Background: an optimization exercise with open tools, aiming at small area. Do not read the settings as production practice.
Function was checked by simulation only, so behaviour that the tests miss may differ from the original.
Power is estimated from default activity; no workload was simulated.

[design/flow/design.v]
module regfile_forward(rs_data, rt_data, rs_num, rt_num, rd_num, rd_data, rd_we, clk, rst_b);
	input       [4:0]  rs_num, rt_num, rd_num;
	input       [31:0] rd_data;
	input              rd_we, clk, rst_b;
	output wire [31:0] rs_data, rt_data;
	reg         [31:0] mem[1:31];
	reg         [31:1] valid;
	wire wr = rd_we && (rd_num != 0);
	always @(posedge clk or negedge rst_b)
		if (!rst_b)
			valid <= 31'b0;
		else if (wr)
			valid[rd_num] <= 1'b1;
	always @(posedge clk)
		if (wr)
			mem[rd_num] <= rd_data;
	reg  [31:0] rs_or, rt_or;
	integer k;
	always @(*) begin
		rs_or = 32'h0;
		rt_or = 32'h0;
		for (k = 1; k < 32; k = k + 1) begin
			rs_or = rs_or | ({32{valid[k] && (rs_num == k)}} & mem[k]);
			rt_or = rt_or | ({32{valid[k] && (rt_num == k)}} & mem[k]);
		end
	end
	assign rs_data = rs_or;
	assign rt_data = rt_or;
endmodule
module btb16(rd_idx, pc_hi, tag_hit, hist, target, wr_idx, wr_tag, wr_hist, wr_target, wr_we, clk, rst_b);
	input       [3:0]  rd_idx, wr_idx;
	input       [29:0] pc_hi;       
	output wire        tag_hit;     
	output wire [1:0]  hist;
	output wire [29:0] target;
	input       [25:0] wr_tag;
	input       [1:0]  wr_hist;
	input       [29:0] wr_target;
	input              wr_we, clk, rst_b;
	reg         [25:0] tag_mem[0:15];
	reg         [1:0]  hist_mem[0:15];
	reg         [29:0] tgt_mem[0:15];
	reg         [15:0] valid;
	always @(posedge clk or negedge rst_b)
		if (!rst_b)
			valid <= 16'b0;
		else if (wr_we)
			valid[wr_idx] <= 1'b1;
	always @(posedge clk)
		if (wr_we) begin
			tag_mem[wr_idx]  <= wr_tag;
			hist_mem[wr_idx] <= wr_hist;
			tgt_mem[wr_idx]  <= wr_target;
		end
	reg  [25:0] tag_or;
	reg  [1:0]  hist_or;
	reg  [29:0] tgt_or;
	reg         v;
	integer k;
	always @(*) begin
		tag_or = 26'h0;
		hist_or = 2'b00;
		tgt_or = 30'h0;
		v = 1'b0;
		for (k = 0; k < 16; k = k + 1)
			if (rd_idx == k) v = valid[k];
		for (k = 0; k < 16; k = k + 1) begin
			tag_or  = tag_or  | ({26{valid[k] && (rd_idx == k)}} & tag_mem[k]);
			hist_or = hist_or | ({2{valid[k] && (rd_idx == k)}} & hist_mem[k]);
			tgt_or  = tgt_or  | ({30{valid[k] && (rd_idx == k)}} & tgt_mem[k]);
		end
	end
	assign tag_hit = (tag_or == pc_hi[29:4]) && (v || (pc_hi[3:0] == 4'h0));
	assign hist    = hist_or;
	assign target  = tgt_or;
endmodule
module exception_unit(exception_halt, pc, IBE);
	output wire      exception_halt;
	input     [31:0] pc;
	input            IBE;
	assign exception_halt = (pc[1:0] != 2'b00) || IBE;
endmodule
module syscall_unit(syscall_halt, r_v0, Sys);
	output wire        syscall_halt;
	input       [31:0] r_v0;
	input              Sys;
	assign syscall_halt = Sys && (r_v0 == 32'h0a);
endmodule
module mips_decode( 
   ctrl_we, ctrl_Sys, ctrl_RI, alu__sel, regdst, pcMuxSel, jLink_en,
   memtoreg, alusrc1, alusrc2, se, mem_write_en, hi_en,lo_en,
   load_sel, brcond, store_sel,
   load_stall,
   dcd_op, dcd_funct2, dcd_rt
   );
   input       [5:0] dcd_op, dcd_funct2;
   input       [4:0] dcd_rt;
   output reg        ctrl_we, ctrl_Sys, ctrl_RI, regdst, jLink_en, alusrc1, alusrc2, se, hi_en, lo_en;
   output reg  [1:0] memtoreg, pcMuxSel;
   output reg  [3:0] alu__sel, mem_write_en;
   output reg  [2:0] load_sel,brcond;
   output reg  [1:0] store_sel;
   output reg        load_stall;
   always_comb begin
     alu__sel = 4'h0;  
     ctrl_we = 1'b1;  
     ctrl_Sys = 1'b0;
     ctrl_RI = 1'b0;
     regdst = 1'b0;  
     pcMuxSel = 2'b00;  
     jLink_en = 1'b0;  
     memtoreg = 2'b00;  
     alusrc1 = 1'b0;  
     alusrc2 = 1'b0;  
     se = 1'b0;  
     mem_write_en = 4'b0;  
     load_sel = 3'b0;
     store_sel = 2'b0;
     load_stall = 1'b0;  
     hi_en = 1'b0;  
     lo_en = 1'b0;  
     brcond = 3'b111; 
     case(dcd_op)  
       6'h00:  
         begin
           regdst = 1'b1;  
         case(dcd_funct2)
           6'h00:
             begin
               alu__sel = 4'b0010;
               alusrc1 = 1'b1;
               alusrc2 = 1'b1;
             end
          6'h02:
             begin
               alu__sel = 4'b0011;
               alusrc1 = 1'b1;
               alusrc2 = 1'b1;
             end
           6'h03:
             begin
               alu__sel = 4'b0100;
               alusrc1 = 1'b1;
               alusrc2 = 1'b1;
             end
           6'h04:
             alu__sel = 4'b0101;
           6'h06:
             alu__sel = 4'b0110;
           6'h07:
             alu__sel = 4'b0111;
           6'h08:  
             begin
               ctrl_we = 1'b0;
               pcMuxSel = 2'b10;
             end
           6'h09:
             begin
               pcMuxSel = 2'b10;
               jLink_en = 1'b1;
               ctrl_we = 1'b1;
             end
           6'h0c:
             ctrl_Sys = 1'b1;
           6'h10:  
             begin
               memtoreg=2'b10;
               load_stall=1'b1;
             end
           6'h11:  
             hi_en = 1'b1;
           6'h12:  
             begin
               memtoreg=2'b11;
               load_stall=1'b1;
             end
           6'h13:  
             lo_en = 1'b1;
           6'h20: 
               alu__sel = 4'b0000;
           6'h21:
             alu__sel = 4'b0000;  
           6'h22:
             alu__sel = 4'b0001;
           6'h23:
             alu__sel = 4'b0001;  
           6'h24:
             alu__sel = 4'b1000;
           6'h25:
             alu__sel = 4'b1001;
           6'h26:
             alu__sel = 4'b1010;
           6'h27:
             alu__sel = 4'b1011;
           6'h2a:
             alu__sel = 4'b1100;
           6'h2b:
             alu__sel = 4'b1101;
           default:
             ctrl_RI = 1'b1;
         endcase  
         end  
       6'h01:  
         case(dcd_rt)
           5'h00:
             begin
               alu__sel = 4'b0001;
               ctrl_we = 1'b0;
               pcMuxSel = 2'b01;
               brcond = 3'b000;
             end
           5'h01:
             begin
               alu__sel = 4'b0001;
               ctrl_we = 1'b0;
               pcMuxSel = 2'b01;
               brcond = 3'b001;
             end
           5'h10:
             begin
               alu__sel = 4'b0001;
               pcMuxSel = 2'b01;
               jLink_en = 1'b1;
               brcond = 3'b000;
             end
           5'h11:
             begin
               alu__sel = 4'b0001;  
               pcMuxSel = 2'b01;
               jLink_en = 1'b1;
               brcond = 3'b001;
             end
           default:
             ctrl_RI = 1'b1;
         endcase  
       6'h02:
         begin
           ctrl_we = 1'b0;
           pcMuxSel = 2'b11;
         end
       6'h03:
         begin
           ctrl_we = 1'b1;  
           pcMuxSel = 2'b11;
           jLink_en = 1'b1;
         end
       6'h04:
         begin
           alu__sel = 4'b0001;  
           ctrl_we = 1'b0;
           pcMuxSel = 2'b01;
           brcond = 3'b010;
           se = 1'b1;
         end
       6'h05:
         begin
           alu__sel = 4'b0001;  
           ctrl_we = 1'b0;
           pcMuxSel = 2'b01;
           brcond = 3'b011;
           se = 1'b1;
         end
       6'h06:
         begin
           alu__sel = 4'b0001;  
           ctrl_we = 1'b0;
           pcMuxSel = 2'b01;
           brcond = 3'b100;
           se = 1'b1;
         end
       6'h07:
         begin
           alu__sel = 4'b0001;  
           ctrl_we = 1'b0;
           pcMuxSel = 2'b01;
           brcond = 3'b101;
           se = 1'b1;
         end
       6'h08:
         begin
           alu__sel = 4'b0000;
           alusrc2 = 1'b1;
           se = 1'b1;
         end
       6'h09:
         begin
           alu__sel = 4'b0000;
           alusrc2 = 1'b1;
           se = 1'b1;  
         end
       6'h0a:
         begin
           alu__sel = 4'b1100;
           alusrc2 = 1'b1;
           se = 1'b1;
         end
       6'h0b:
         begin
           alu__sel = 4'b1101;
           alusrc2 = 1'b1;
         end
       6'h0c:
         begin
           alu__sel = 4'b1000;
           alusrc2 = 1'b1;
         end
       6'h0d:
         begin
           alu__sel = 4'b1001;
           alusrc2 = 1'b1;
         end
       6'h0e:
         begin
           alu__sel = 4'b1010;
           alusrc2 = 1'b1;
         end
       6'h0f:
         begin
           memtoreg = 2'b01;
           load_stall = 1'b1;
           load_sel = 3'b000;
         end
       6'h20:
         begin
           load_stall = 1'b1;
           alu__sel = 4'b0000;
           se = 1'b1;
           alusrc2 = 1'b1;
           memtoreg = 1'b1;
           load_sel = 3'b001;
         end
       6'h21:
         begin
           load_stall = 1'b1;
           alu__sel = 4'b0000;
           se = 1'b1;
           alusrc2 = 1'b1;
           memtoreg = 1'b1;
           load_sel = 3'b010;
         end
       6'h23:
         begin
           load_stall = 1'b1;
           alu__sel = 4'b0000;
           se = 1'b1;
           alusrc2 = 1'b1;
           memtoreg = 1'b1;
           load_sel = 3'b011;
         end
       6'h24:
         begin
           load_stall = 1'b1;
           alu__sel = 4'b0000;
           se = 1'b1;
           alusrc2 = 1'b1;
           memtoreg = 1'b1;
           load_sel = 3'b100;
         end
       6'h25:
         begin
           load_stall = 1'b1;
           alu__sel = 4'b0000;
           se = 1'b1;
           alusrc2 = 1'b1;
           memtoreg = 1'b1;
           load_sel = 3'b101;
         end
       6'h28:
         begin
           ctrl_we = 1'b0;
           alu__sel = 4'b0000;
           alusrc2 = 1'b1;
           se = 1'b1;
           regdst = 1'b1;
           mem_write_en = 4'b1000;
           store_sel = 2'b00;
         end
       6'h29:
         begin
           ctrl_we = 1'b0;
           alu__sel = 4'b0000;
           alusrc2 = 1'b1;
           se = 1'b1;
           regdst = 1'b1;
           mem_write_en = 4'b1100;
           store_sel = 2'b01;
         end
       6'h2b:
         begin
           ctrl_we = 1'b0;
           alu__sel = 4'b0000;
           alusrc2 = 1'b1;
           se = 1'b1;
           regdst = 1'b1;
           mem_write_en = 4'b1111;
           store_sel = 2'b10;
         end
       default:
         begin
            ctrl_RI = 1'b1;
         end
     endcase  
   end
endmodule
module mips_core( 
   inst_addr, mem_addr, mem_data_in, mem_write_en, halted,
   clk, inst_excpt, mem_excpt, inst, mem_data_out, rst_b
   );
   parameter text_start  = 32'h00400000;  
   input         clk, inst_excpt, mem_excpt;
   output [29:0] inst_addr;
   output [29:0] mem_addr;
   input  [31:0] inst, mem_data_out;
   output [31:0] mem_data_in;
   output [3:0]  mem_write_en;
   output        halted;
   input         rst_b;
   reg  [31:0] pc;
   reg  [31:0] pc_ID, inst_ID;
   reg         btbHit_ID;
   reg  [1:0]  history_ID;
   reg  [31:0] pc_EX, rs_data_EX, rt_data_EX;
   reg  [15:0] imm_EX;           
   reg         immhi_EX;         
   reg  [4:0]  target_EX;        
   reg  [4:0]  wr_reg_EX;
   reg  [1:0]  fwd_rs_sel_EX, fwd_rt_sel_EX;
   reg         btbHit_EX, pcLinkSel_EX;
   reg  [1:0]  history_EX;
   reg         ctrl_we_EX, hi_en_EX, lo_en_EX, st_EX;
   reg  [1:0]  pcMuxSel_EX;
   reg         ctrl_Sys_EX, jLink_en_EX, alusrc2_EX, load_stall_EX;
   reg  [1:0]  memtoreg_EX, store_sel_EX;
   reg  [3:0]  alu__sel_EX;
   reg  [2:0]  load_sel_EX, brcond_EX;
   reg  [31:0] alu__out_MEM, rt_data_MEM, pcLink_MEM;
   reg  [4:0]  wr_reg_MEM;
   reg         ctrl_we_MEM, ctrl_Sys_MEM, jLink_en_MEM, st_MEM;
   reg  [1:0]  memtoreg_MEM, store_sel_MEM;
   reg  [2:0]  load_sel_MEM;
   reg  [31:0] wr_dataMem, pcLink_WB;
   reg         sys_halt_WB;
   reg  [31:0] hi_out, lo_out;
   reg         hi_v, lo_v;       
   reg         flush;
   reg         halted;
   wire        internal_halt, exception_halt, syscall_halt;
   wire        IFen, EXen, mispredict;
   wire [31:0] pc_plus4 = pc + 32'd4;
   wire        btbHit;
   wire [1:0]  history;
   wire [29:0] btb_target;
   wire [31:0] pcPred, pcCorr, newpc;
   wire        btbPred = btbHit && history[1];
   assign pcPred = btbPred ? {btb_target, 2'b00} : pc_plus4;
   assign pcCorr = mispredict ? newpc : pcPred;
   assign inst_addr = pc[31:2];
   always @(posedge clk or negedge rst_b)
     if (!rst_b)
       pc <= text_start;
     else if (!internal_halt && (IFen || mispredict))
       pc <= pcCorr;
   always @(posedge clk or negedge rst_b)
     if (!rst_b)
        inst_ID <= 32'h0;
     else if (IFen)
        inst_ID <= inst;
   always @(posedge clk)
     if (IFen) begin
        pc_ID <= pc;
        btbHit_ID <= btbHit;
        history_ID <= history;
     end
   wire [4:0]  dcd_rs = inst_ID[25:21];
   wire [4:0]  dcd_rt = inst_ID[20:16];
   wire [4:0]  dcd_rd = inst_ID[15:11];
   wire [15:0] dcd_imm = inst_ID[15:0];
   wire [3:0]  alu__sel;
   wire        ctrl_we, ctrl_Sys, ctrl_RI, regdst, jLink_en, alusrc1, alusrc2, se;
   wire        hi_en, lo_en, load_stall;
   wire [1:0]  memtoreg, pcMuxSel, store_sel;
   wire [3:0]  mem_en;
   wire [2:0]  load_sel, brcond;
   mips_decode Decoder(.ctrl_we(ctrl_we), .ctrl_Sys(ctrl_Sys), .ctrl_RI(ctrl_RI),
                       .alu__sel(alu__sel), .regdst(regdst), .pcMuxSel(pcMuxSel),
                       .jLink_en(jLink_en), .memtoreg(memtoreg), .alusrc1(alusrc1),
                       .alusrc2(alusrc2), .se(se), .mem_write_en(mem_en),
                       .hi_en(hi_en), .lo_en(lo_en), .load_sel(load_sel),
                       .brcond(brcond), .store_sel(store_sel), .load_stall(load_stall),
                       .dcd_op(inst_ID[31:26]), .dcd_funct2(inst_ID[5:0]), .dcd_rt(dcd_rt));
   wire [4:0]  rt_regNum = ctrl_Sys ? 5'd2 : dcd_rt;    
   wire [4:0]  wr_regNum = regdst ? dcd_rd : dcd_rt;
   wire [31:0] rs_data, rt_data, wr_data;
   wire [4:0]  wr_reg;
   regfile_forward RegFile(.rs_data(rs_data), .rt_data(rt_data), .rs_num(dcd_rs),
                           .rt_num(rt_regNum), .rd_num(wr_reg), .rd_data(wr_data),
                           .rd_we(ctrl_we_MEM), .clk(clk), .rst_b(rst_b));
   wire [1:0]  fwd_rs_sel, fwd_rt_sel;
   wire        pcLinkSel;
   forwardData fwd(.wr_reg_EX(wr_reg_EX), .wr_reg_MEM(wr_reg_MEM), .dcd_rt(rt_regNum),
                   .dcd_rs(dcd_rs), .ctrl_we_EX(ctrl_we_EX), .ctrl_we_MEM(ctrl_we_MEM),
                   .jLink_en_EX(jLink_en_EX), .jLink_en_MEM(jLink_en_MEM),
                   .pcLinkSel(pcLinkSel), .rsfwd(fwd_rs_sel), .rtfwd(fwd_rt_sel));
   wire load_use = load_stall_EX && (ctrl_we_EX || st_EX) &&
                   ((regdst && (rt_regNum != 5'd0) && (rt_regNum == wr_reg_EX)) ||
                    ((dcd_rs != 5'd0) && (dcd_rs == wr_reg_EX)));
   assign IFen = !load_use;
   always @(posedge clk or negedge rst_b)
     if (!rst_b)
       flush <= 1'b0;
     else
       flush <= mispredict;
   assign EXen = !flush && !mispredict && IFen;
   always @(posedge clk or negedge rst_b)
     if (!rst_b) begin
        rs_data_EX <= 32'h0;
        rt_data_EX <= 32'h0;
        fwd_rs_sel_EX <= 2'b00;
        fwd_rt_sel_EX <= 2'b00;
     end else if (EXen) begin
        rs_data_EX <= rs_data;
        rt_data_EX <= rt_data;
        fwd_rs_sel_EX <= fwd_rs_sel;
        fwd_rt_sel_EX <= fwd_rt_sel;
     end
   always @(posedge clk)
     if (EXen) begin
        pc_EX <= pc_ID;
        imm_EX <= dcd_imm;
        immhi_EX <= se & dcd_imm[15];
        target_EX <= inst_ID[25:21];
        wr_reg_EX <= wr_regNum;
        btbHit_EX <= btbHit_ID;
        pcLinkSel_EX <= pcLinkSel;
        history_EX <= history_ID;
     end
   always @(posedge clk or negedge rst_b)
     if (!rst_b) begin
        ctrl_we_EX <= 1'b0;
        hi_en_EX <= 1'b0;
        lo_en_EX <= 1'b0;
        st_EX <= 1'b0;
        pcMuxSel_EX <= 2'b00;
        ctrl_Sys_EX <= 1'b0;
        alusrc2_EX <= 1'b0;
        alu__sel_EX <= 4'h0;
        store_sel_EX <= 2'b00;
     end else begin
        ctrl_we_EX <= EXen & ctrl_we;
        hi_en_EX <= EXen & hi_en;
        lo_en_EX <= EXen & lo_en;
        st_EX <= EXen & (mem_en != 4'b0);
        pcMuxSel_EX <= EXen ? pcMuxSel : 2'b00;
        ctrl_Sys_EX <= ctrl_Sys;
        alusrc2_EX <= alusrc2;
        alu__sel_EX <= alu__sel;
        store_sel_EX <= store_sel;
     end
   always @(posedge clk) begin
        jLink_en_EX <= jLink_en;
        load_stall_EX <= load_stall;
        memtoreg_EX <= memtoreg;
        load_sel_EX <= load_sel;
        brcond_EX <= brcond;
   end
   wire [31:0] imm_full = {{16{immhi_EX}}, imm_EX};
   wire [31:0] pcfwd = pcLinkSel_EX ? pcLink_WB : pcLink_MEM;
   wire [31:0] rs_fwd, rt_fwd;
   mux4to1 fwdrs(rs_fwd, rs_data_EX, alu__out_MEM, wr_dataMem, pcfwd, fwd_rs_sel_EX);
   mux4to1 fwdrt(rt_fwd, rt_data_EX, alu__out_MEM, wr_dataMem, pcfwd, fwd_rt_sel_EX);
   wire [31:0] alu_in2 = alusrc2_EX ? imm_full : rt_fwd;
   wire [31:0] alu__out;
   wire        branchTrue;
   mips_ALU ALU(.alu__out(alu__out), .branchTrue(branchTrue), .alu__op1(rs_fwd),
                .alu__op2(alu_in2), .sh_data(rt_fwd), .sh_const(imm_EX[10:6]),
                .alu__sel(alu__sel_EX), .brcond(brcond_EX));
   wire [1:0]  pcMuxSelFinal = (pcMuxSel_EX == 2'b01 && !branchTrue) ? 2'b00 : pcMuxSel_EX;
   wire [31:0] pc_EX4 = pc_EX + 32'd4;
   wire [31:0] br_target = pc_EX4 + {imm_full[29:0], 2'b00};
   wire [31:0] j_target = {pc_EX[31:28], target_EX, wr_reg_EX, imm_EX, 2'b00};
   wire [31:0] ctl_target;
   mux4to1 pcMux(ctl_target, pc_EX4, br_target, rs_fwd, j_target, pcMuxSelFinal);
   assign newpc = ctl_target;
   assign mispredict = !flush && (pcMuxSel_EX != 2'b00) && (pc_ID != ctl_target);
   wire        btb_wr_we = (pcMuxSelFinal != 2'b00);
   wire [1:0]  sat_inc = (history_EX == 2'b11) ? 2'b11 : history_EX + 2'b01;
   wire [1:0]  state_new = btbHit_EX ? sat_inc : (mispredict ? 2'b10 : 2'b01);
   btb16 btb(.rd_idx(pc[5:2]), .pc_hi(pc[31:2]), .tag_hit(btbHit), .hist(history),
             .target(btb_target), .wr_idx(pc_EX[5:2]), .wr_tag(pc_EX[31:6]),
             .wr_hist(state_new), .wr_target(ctl_target[31:2]), .wr_we(btb_wr_we),
             .clk(clk), .rst_b(rst_b));
   always @(posedge clk or negedge rst_b)
     if (!rst_b) begin
       hi_v <= 1'b0;
       lo_v <= 1'b0;
     end else begin
       if (hi_en_EX) hi_v <= 1'b1;
       if (lo_en_EX) lo_v <= 1'b1;
     end
   always @(posedge clk) begin
     if (hi_en_EX) hi_out <= rs_fwd;
     if (lo_en_EX) lo_out <= rs_fwd;
   end
   always @(posedge clk or negedge rst_b)
     if (!rst_b) begin
        ctrl_we_MEM <= 1'b0;
        ctrl_Sys_MEM <= 1'b0;
        st_MEM <= 1'b0;
        alu__out_MEM <= 32'h0;
        rt_data_MEM <= 32'h0;
        store_sel_MEM <= 2'b00;
     end else begin
        ctrl_we_MEM <= ctrl_we_EX;
        ctrl_Sys_MEM <= ctrl_Sys_EX;
        st_MEM <= st_EX;
        alu__out_MEM <= alu__out;
        rt_data_MEM[15:0] <= rt_fwd[15:0];
        rt_data_MEM[31:16] <= (memtoreg_EX == 2'b01) ? imm_EX : rt_fwd[31:16];
        store_sel_MEM <= store_sel_EX;
     end
   always @(posedge clk) begin
        pcLink_MEM <= pc_EX4;
        wr_reg_MEM <= wr_reg_EX;
        jLink_en_MEM <= jLink_en_EX;
        memtoreg_MEM <= memtoreg_EX;
        load_sel_MEM <= load_sel_EX;
   end
   wire [1:0]  offset = alu__out_MEM[1:0];
   assign mem_addr = alu__out_MEM[31:2];
   wire [31:0] load_data;
   loader loader(.load_data(load_data), .dcd_imm(rt_data_MEM[31:16]), .mem_data(mem_data_out),
                 .load_sel(load_sel_MEM), .offset(offset));
   storer storer(.store_data(mem_data_in), .mem_write_en(mem_write_en), .rt_data(rt_data_MEM),
                 .store_sel(store_sel_MEM), .offset(offset), .st(st_MEM));
   reg [31:0] wb_data;
   always_comb
     case (memtoreg_MEM)
       2'b00: wb_data = alu__out_MEM;
       2'b01: wb_data = load_data;
       2'b10: wb_data = hi_v ? hi_out : 32'h0;
       default: wb_data = lo_v ? lo_out : 32'h0;
     endcase
   wire sys_halt;
   syscall_unit SU(.syscall_halt(sys_halt), .r_v0(rt_data_MEM), .Sys(ctrl_Sys_MEM));
   always @(posedge clk or negedge rst_b)
     if (!rst_b)
        sys_halt_WB <= 1'b0;
     else
        sys_halt_WB <= sys_halt;
   always @(posedge clk) begin
        wr_dataMem <= wb_data;
        pcLink_WB <= pcLink_MEM;
   end
   assign wr_data = jLink_en_MEM ? pcLink_MEM : wb_data;
   assign wr_reg = jLink_en_MEM ? 5'd31 : wr_reg_MEM;
   exception_unit EU(.exception_halt(exception_halt), .pc(pc), .IBE(inst_excpt));
   assign syscall_halt = sys_halt_WB;
   assign internal_halt = exception_halt | syscall_halt;
   always @(posedge clk or negedge rst_b)
     if (!rst_b)
       halted <= 1'b0;
     else
       halted <= internal_halt;
endmodule  
module mips_ALU(alu__out, branchTrue, alu__op1, alu__op2, sh_data, sh_const, alu__sel, brcond);
   output logic [31:0] alu__out;
   output logic        branchTrue;
   input  logic [31:0] alu__op1, alu__op2;
   input  logic [31:0] sh_data;         
   input  logic [4:0]  sh_const;        
   input  logic [3:0]  alu__sel;
   input  logic [2:0]  brcond;
   wire        sub = (alu__sel == 4'b0001) || (alu__sel == 4'b1100) || (alu__sel == 4'b1101);
   wire [32:0] sum = {1'b0, alu__op1} + {1'b0, alu__op2 ^ {32{sub}}} + {32'b0, sub};
   wire        sltu = !sum[32];
   wire        slt = (alu__op1[31] ^ alu__op2[31]) ? alu__op1[31] : sum[31];
   wire        sh_var = (alu__sel == 4'b0101) || (alu__sel == 4'b0110) || (alu__sel == 4'b0111);
   wire        sh_left = (alu__sel == 4'b0010) || (alu__sel == 4'b0101);
   wire        sh_arith = (alu__sel == 4'b0100) || (alu__sel == 4'b0111);
   wire [4:0]  sh_amt = sh_var ? alu__op1[4:0] : sh_const;
   logic [31:0] sh_in, sh_rev, sh_out;
   always_comb begin
      for (int i = 0; i < 32; i++) sh_rev[i] = sh_data[31 - i];
      sh_in = sh_left ? sh_rev : sh_data;
   end
   wire [31:0] sh_r = $signed({sh_arith & sh_data[31], sh_in}) >>> sh_amt;
   always_comb
      for (int i = 0; i < 32; i++) sh_out[i] = sh_left ? sh_r[31 - i] : sh_r[i];
   wire        op1_zero = (alu__op1 == 32'h0);
   logic       is_as, is_sh;
   always_comb begin
      is_as   = (alu__sel == 4'b0000) || (alu__sel == 4'b0001);
      is_sh   = (alu__sel >= 4'b0010) && (alu__sel <= 4'b0111);
      alu__out = ({32{is_as}} & sum[31:0]) |
                 ({32{is_sh}} & sh_out) |
                 ({32{alu__sel == 4'b1000}} & (alu__op1 & alu__op2)) |
                 ({32{alu__sel == 4'b1001}}  & (alu__op1 | alu__op2)) |
                 ({32{alu__sel == 4'b1010}} & (alu__op1 ^ alu__op2)) |
                 ({32{alu__sel == 4'b1011}} & ~(alu__op1 | alu__op2)) |
                 {31'b0, ((alu__sel == 4'b1100) && slt) || ((alu__sel == 4'b1101) && sltu)};
      branchTrue = 1'b0;
      if (alu__sel == 4'b0001)
        case (brcond)
          3'b000: branchTrue = alu__op1[31];
          3'b001: branchTrue = !alu__op1[31];
          3'b010:  branchTrue = (alu__op1 == alu__op2);
          3'b011:  branchTrue = (alu__op1 != alu__op2);
          3'b100: branchTrue = alu__op1[31] || op1_zero;
          3'b101: branchTrue = !alu__op1[31] && !op1_zero;
          default:  branchTrue = 1'b0;
        endcase
   end
endmodule
module forwardData(
  input logic [4:0] wr_reg_EX, wr_reg_MEM, dcd_rt, dcd_rs,
  input logic ctrl_we_EX, ctrl_we_MEM, jLink_en_EX, jLink_en_MEM,
  output logic pcLinkSel,
  output logic [1:0] rsfwd, rtfwd);
  always_comb begin
    rsfwd = 2'b0;
    rtfwd = 2'b0;
    pcLinkSel = 1'b0;
    if (ctrl_we_MEM != 0) begin
      if (dcd_rs != 0) begin
        if (dcd_rs == wr_reg_MEM) begin
          rsfwd = 2'b10;
        end
        if (jLink_en_MEM && dcd_rs == 5'd31) begin
          rsfwd = 2'b11;
          pcLinkSel = 1'b1;
        end
      end
      if (dcd_rt != 0) begin
        if (dcd_rt == wr_reg_MEM) begin
          rtfwd = 2'b10;
        end
        if (jLink_en_MEM && dcd_rt == 5'd31) begin
          rtfwd = 2'b11;
          pcLinkSel = 1'b1;
        end
      end
    end
    if (ctrl_we_EX != 0) begin
      if (dcd_rs != 0) begin
        if (dcd_rs == wr_reg_EX) begin
          rsfwd = 2'b01;
        end
        if (jLink_en_EX && dcd_rs == 5'd31) begin
          rsfwd = 2'b11;
        end
      end
      if (dcd_rt != 0) begin
        if (dcd_rt == wr_reg_EX) begin
          rtfwd = 2'b01;
        end
        if (jLink_en_EX && dcd_rt == 5'd31) begin
          rtfwd = 2'b11;
        end
      end
    end
  end
endmodule
module mux4to1 #(parameter width = 32) (
      output logic [width - 1:0] out,
      input logic [width - 1:0] in0, in1, in2, in3,
      input logic [1:0] sel);
    assign out = sel[1] ? (sel[0] ? in3 : in2) : (sel[0] ? in1 : in0);
endmodule
module loader (
      output logic [31:0] load_data,
      input logic [15:0] dcd_imm,
      input logic [31:0] mem_data,
      input logic [2:0] load_sel,
      input logic [1:0] offset);
    logic [31:0] data;
    assign data = mem_data >> {offset, 3'b000};
    always_comb begin
      case(load_sel)
        3'b000:
          load_data = {dcd_imm, 16'b0};
        3'b001:
          load_data = {{24{data[7]}}, data[7:0]};
        3'b010:
          load_data = {{16{data[15]}}, data[15:0]};
        3'b011:
          load_data = mem_data;
        3'b100:
          load_data = {24'b0, data[7:0]};
        3'b101:
          load_data = {16'b0, data[15:0]};
        default:
          load_data = 32'h0;
      endcase
    end
endmodule
module storer (
      output logic [31:0] store_data,
      output logic [3:0] mem_write_en,
      input logic [31:0] rt_data,
      input logic [1:0] store_sel,
      input logic [1:0] offset,
      input logic st);
    always_comb begin
      case (store_sel)
        2'b00: begin
            store_data = {24'b0, rt_data[7:0]} << {offset, 3'b000};
            mem_write_en = 4'b0001 << offset;
          end
        2'b01: begin
            store_data = {16'b0, rt_data[15:0]} << {offset, 3'b000};
            mem_write_en = 4'b0011 << offset;
          end
        2'b10: begin
            store_data = rt_data;
            mem_write_en = 4'b1111;
          end
        default: begin
            store_data = 32'h0;
            mem_write_en = 4'b0000;
          end
      endcase
      if (!st)
        mem_write_en = 4'b0000;
    end
endmodule
[design/flow/run.sh]
#!/bin/bash
# synth_recipe.tcl (not shown) runs the flow's synth.tcl, then flattens the netlist and writes it again
# the make line also repeats each setting of config.mk as NAME=value (left out here)
make -C /OpenROAD-flow-scripts/flow DESIGN_CONFIG=/design/flow/config.mk WORK_HOME=/design/flow/orfs CLKGATE_MAP_FILE= SYNTH_SCRIPT=/design/flow/synth_recipe.tcl finish
[design/flow/config.mk]
export PLATFORM = sky130hd
export DESIGN_NAME = mips_core
export DESIGN_NICKNAME = mips_core
export VERILOG_FILES = /design/flow/design.v
export SDC_FILE = /design/flow/constraint.sdc
export NUM_CORES = 4
export LEC_CHECK = 0
export CAP_MARGIN = 20
export CORE_MARGIN = 2
export CORE_UTILIZATION = 45
export CTS_CLUSTER_DIAMETER = 100
export CTS_CLUSTER_SIZE = 28
export PLACE_DENSITY = 0.6
export SLEW_MARGIN = 20
[design/flow/constraint.sdc]
create_clock -name core_clock -period 15.0 [get_ports {clk}]
set_input_delay 3.0000 -clock core_clock [delete_from_list [all_inputs] [get_ports {clk}]]
set_output_delay 3.0000 -clock core_clock [all_outputs]
set_load 0.01 [all_outputs]
==> metrics.cfg <==
[floorplan]
design.die.area_sq_um=249000
fp.dieH_microns=499
pin_count=165
rows=181
coreArea_sq_um=244000
die_width_microns=499
initial_utilization_pct=45.3

[timing]
fin_crit_ns=10.84
rsz0062_at_grt=no
fin_hold_ws_ns=0.340
clock.fmax_ghz=0.0923
finalSetupViolations=0
setup_tns_ns=0
drv_slew=0
worstMarginPinSlew_ns=1.18
hold_viol_final=0
post-route-period-util_pct=72.2
relSlewSlack_pct=20.8
final.setup_skew_ns=0.0842

[critical_path]
critPathSlowestCell=nor3_1
cp-end-kind=register
cpPeakStageDelay_ns=0.87
cpMostUsedCell=buf_4
path_cells=buf_4 > mux4_2 > inv_1 > ha_1 > nor4_1 > nand4_1 > nor3_1 > or3_1 > nand3_1 > a21oi_2 > buf_4 > o31ai_1 > a31oi_4 > xor2_1 > nor4_1 > nand4_1 > or4_4 > a211oi_4 > buf_4 > buf_4 > mux2_2
cp-start-kind=register
cp.arrival_ns=11.58
cp.required_ns=15.75
crit_fanout=55
crit_type=reg -> reg
r2r_setup_slack_ns=4.16

[synth]
async_reset_ff_share_pct=10.8
synthAdderAreaFrac_pct=1.71
synth_edf_count=2082
ys_warn_count=8
synth_largest_area_cell=edfxtp_1
ys.flop_type=edfxtp_1
synth.area.top_cells=edfxtp_1, dfrtp_1, a221oi_1
syn_area_per_cell_sq_um=13.6
ys_seq_elements=2466
netlist_area_sq_um=110000
synthMuxAreaShare_pct=4.85
synthXorXnorAreaFrac_pct=1.78
synth_nets=8349
seq_area_frac_synth_pct=64.8
syn_inst=8131
synthDistinctLibCells=95
synthSimpleGateAreaFrac_pct=7.62
synth_top_family_by_area=compound AO/OA/AOI/OAI gates
synth_compound_area_share_pct=16.1
synth_top_area_share_pct=56.6

[layout]
final_util_pct=48.9
final_common_cell=edfxtp_1
regArea_sq_um=71600
fillers=20900
multi_input_area_sq_um=36200
final_cell_mix=edfxtp_1, a22oi_1, nand2_1
fin_nets=8220
final_layout_size_suffix_gt1_share_pct=9.79
area_growth_pct=8.04

[route]
firstDrtPassIters=13
routed_wl_mm=458
antenna_left=0
drcViolationCount=0
dr_total_vias=82600
drt_first_iter_violations=16800
routedWlPerCell_microns=40.6
viasPerCell=7.32

[global_routing]
gr-total-overflow=0
grt_pass1_wl_mm=623
antenna_found_initial=41
grt_pass1_vias=76500
grt_max_degree=78
groute.usage.overall_pct=35.5

[clock_tree]
ctsLongestPathBuffers=3
clk_latency_ns=0.86
cts_buffers=106
ctsHoldBuffers=0
cts_tree=built
cts_htree_levels=3
clk_pin_slew_ns=0.11
cts_sinks=2466
cts_resized=0
postCtsSetupRepairBufs=0
root_buffer=clkbuf_16

[outcome]
outcome=finished clean

[flow_run]
drv_cap=0

[power]
power_per_cell_area_nw_per_um2=135
cellLeakagePower_nw=40.8
vdd_drop_max_mv=0.108

[placed_design]
dp_hpwl_mm=270
io_buffers=163
gp_congestion=0.970

[hold_path]
hp-class=reg -> reg

critical path, delay by kind of cell, from the launching register on:
kind	cells	cell delay, ns
XOR/XNOR	1	0.27
adder cells (fa/ha/maj)	1	0.42
buffers and inverters	5	2.77
AO/OA/AOI/OAI	4	1.37
AND/OR/NAND/NOR	8	3.89
flip-flops	1	0.63
multiplexers	2	1.20
report_power, final:
part / internal [mW] / switching [mW] / total, mW
clock network: 1.41 / 2.26 / 3.67
registers: 8.21 / 0.497 / 8.70
logic: 1.18 / 2.53 / 3.71
through the flow:
stage	total power, mW	cells	cell area [sq um]	setup slack, ns
floorplan	10.7	8131	110000	3.63
global placement	12.3	11100	116000	4.26
detailed placement	12.4	11100	116000	4.17
CTS	15.9	11300	119000	4.17
global route	16.5	11300	119000	4.00
finish	16.1	11300	119000	4.16
layout make-up:
class | instances | area share [%]
Antenna cell | 22 | 0.0462
Multi-Input combinational cell | 4845 | 30.4
Sequential cell | 2466 | 60.0
Timing Repair Buffer | 414 | 2.95
Tap cell | 3202 | 3.36
Clock inverter | 28 | 0.368
Inverter | 169 | 0.532
Clock buffer | 141 | 2.38
sequential cells by signal, summed over array words and instances (netlist names), 16 cells and up:
register / flops
hi_out: 32
RegFile.valid: 31
pcLink_MEM: 32
wr_dataMem: 32
btb.tag_mem: 416
alu__out_MEM: 32
pc_EX: 32
rs_data_EX: 32
pc_ID: 32
RegFile.mem: 992
btb.valid: 16
inst_ID: 32
rt_data_MEM: 32
btb.hist_mem: 32
pc: 32
btb.tgt_mem: 480
lo_out: 32
rt_data_EX: 32
imm_EX: 16
pcLink_WB: 32
cells by family (layout without fill, tap and decap cells):
group                      count (synthesis)  after routing
xor gates and xnor gates                 224            224
buffers and inverters                    820            752
DFF                                     2466           2466
AOI/OAI and AO/OA                       2325           2325
and+or+nand+nor                         1691           1691
other                                      0             22
muxes                                    455            455
adders and majority gates                150            150
Yosys cell counts, types with 38 or more instances:
cell and instances:
edfxtp_1 2082, clkbuf_1 491, a22oi_1 462, nand2_1 442, a221oi_1 408, a22o_1 391
nor2_1 345, dfrtp_1 266, o21ai_0 248, a21oi_1 241, nand3_1 232, mux2i_1 208
inv_1 166, xnor2_1 164, mux2_2 162, a222oi_1 156, nand4_1 150, ha_1 148
and3_1 134, dfxtp_1 117, nor3_1 97, a211oi_1 77, buf_1 72, buf_4 64
xor2_1 60, nor2b_1 50, mux4_2 43, and2_1 40, mux2_1 40, nor4_1 40
o21bai_1 40, a21o_1 38
layer usage:
layer | global-route usage (%) | vias to the layer above | wire length (microns)
met2 | 51.4 | 7237 | 191000
met4 | 16.5 | 39 | 27200
met3 | 12.1 | 1617 | 69400
li1 | - | 32300 | -
met5 | 0.926 | - | 553
met1 | 48.2 | 41400 | 170000
path summary, 6_finish.rpt:
kind / endpoint / depth (start not counted) / start
min in group asynchronous: alu__out_MEM[6]$_DFF_PN0_ / 1 / rst_b
max in group asynchronous: pc[21]$_DFFE_PN0P_ / 2 / rst_b
setup / recovery: rt_data_EX[10]$_DFFE_PN0P_ / 21 / fwd_rs_sel_EX[0]$_DFFE_PN0P_
setup reg to reg: rt_data_EX[10]$_DFFE_PN0P_ / 21 / fwd_rs_sel_EX[0]$_DFFE_PN0P_
hold reg to reg: load_sel_MEM[0]$_DFF_P_ / 0 / load_sel_EX[0]$_DFF_P_
hold / removal: load_sel_MEM[0]$_DFF_P_ / 0 / load_sel_EX[0]$_DFF_P_

separate check: timing with driven ports:
No port has a modelled driver above. Below, the same layout with a new extraction and two added sets of constraints. Step 1 (the two cells are an assumption about what drives the block):
set clk [get_ports {clk}]
set_driving_cell -lib_cell sky130_fd_sc_hd__clkbuf_16 $clk
set_driving_cell -lib_cell sky130_fd_sc_hd__buf_2 [delete_from_list [all_inputs] $clk]
Step 2, shift: input delay + t, output delay - t, t = (earliest + latest rising clock arrival at the registers) / 2. This alone moves slack from input paths to output paths. Three values: ideal, step 1, step 2; two values: the first two.
shift t [ns]: 0.920
slack for setup (ns): 4.165 / 4.165 / 4.165
hold WS [ns]: 0.340 / 0.340 / 0.340
worst setup path after step 2: register to register
latest minus earliest clock arrival (ns): 0.109 / 0.109
After both steps this run still meets setup and hold. For this run, drivers alone change the setup slack by 0.000 ns; drivers and shift together by 0.000 ns.
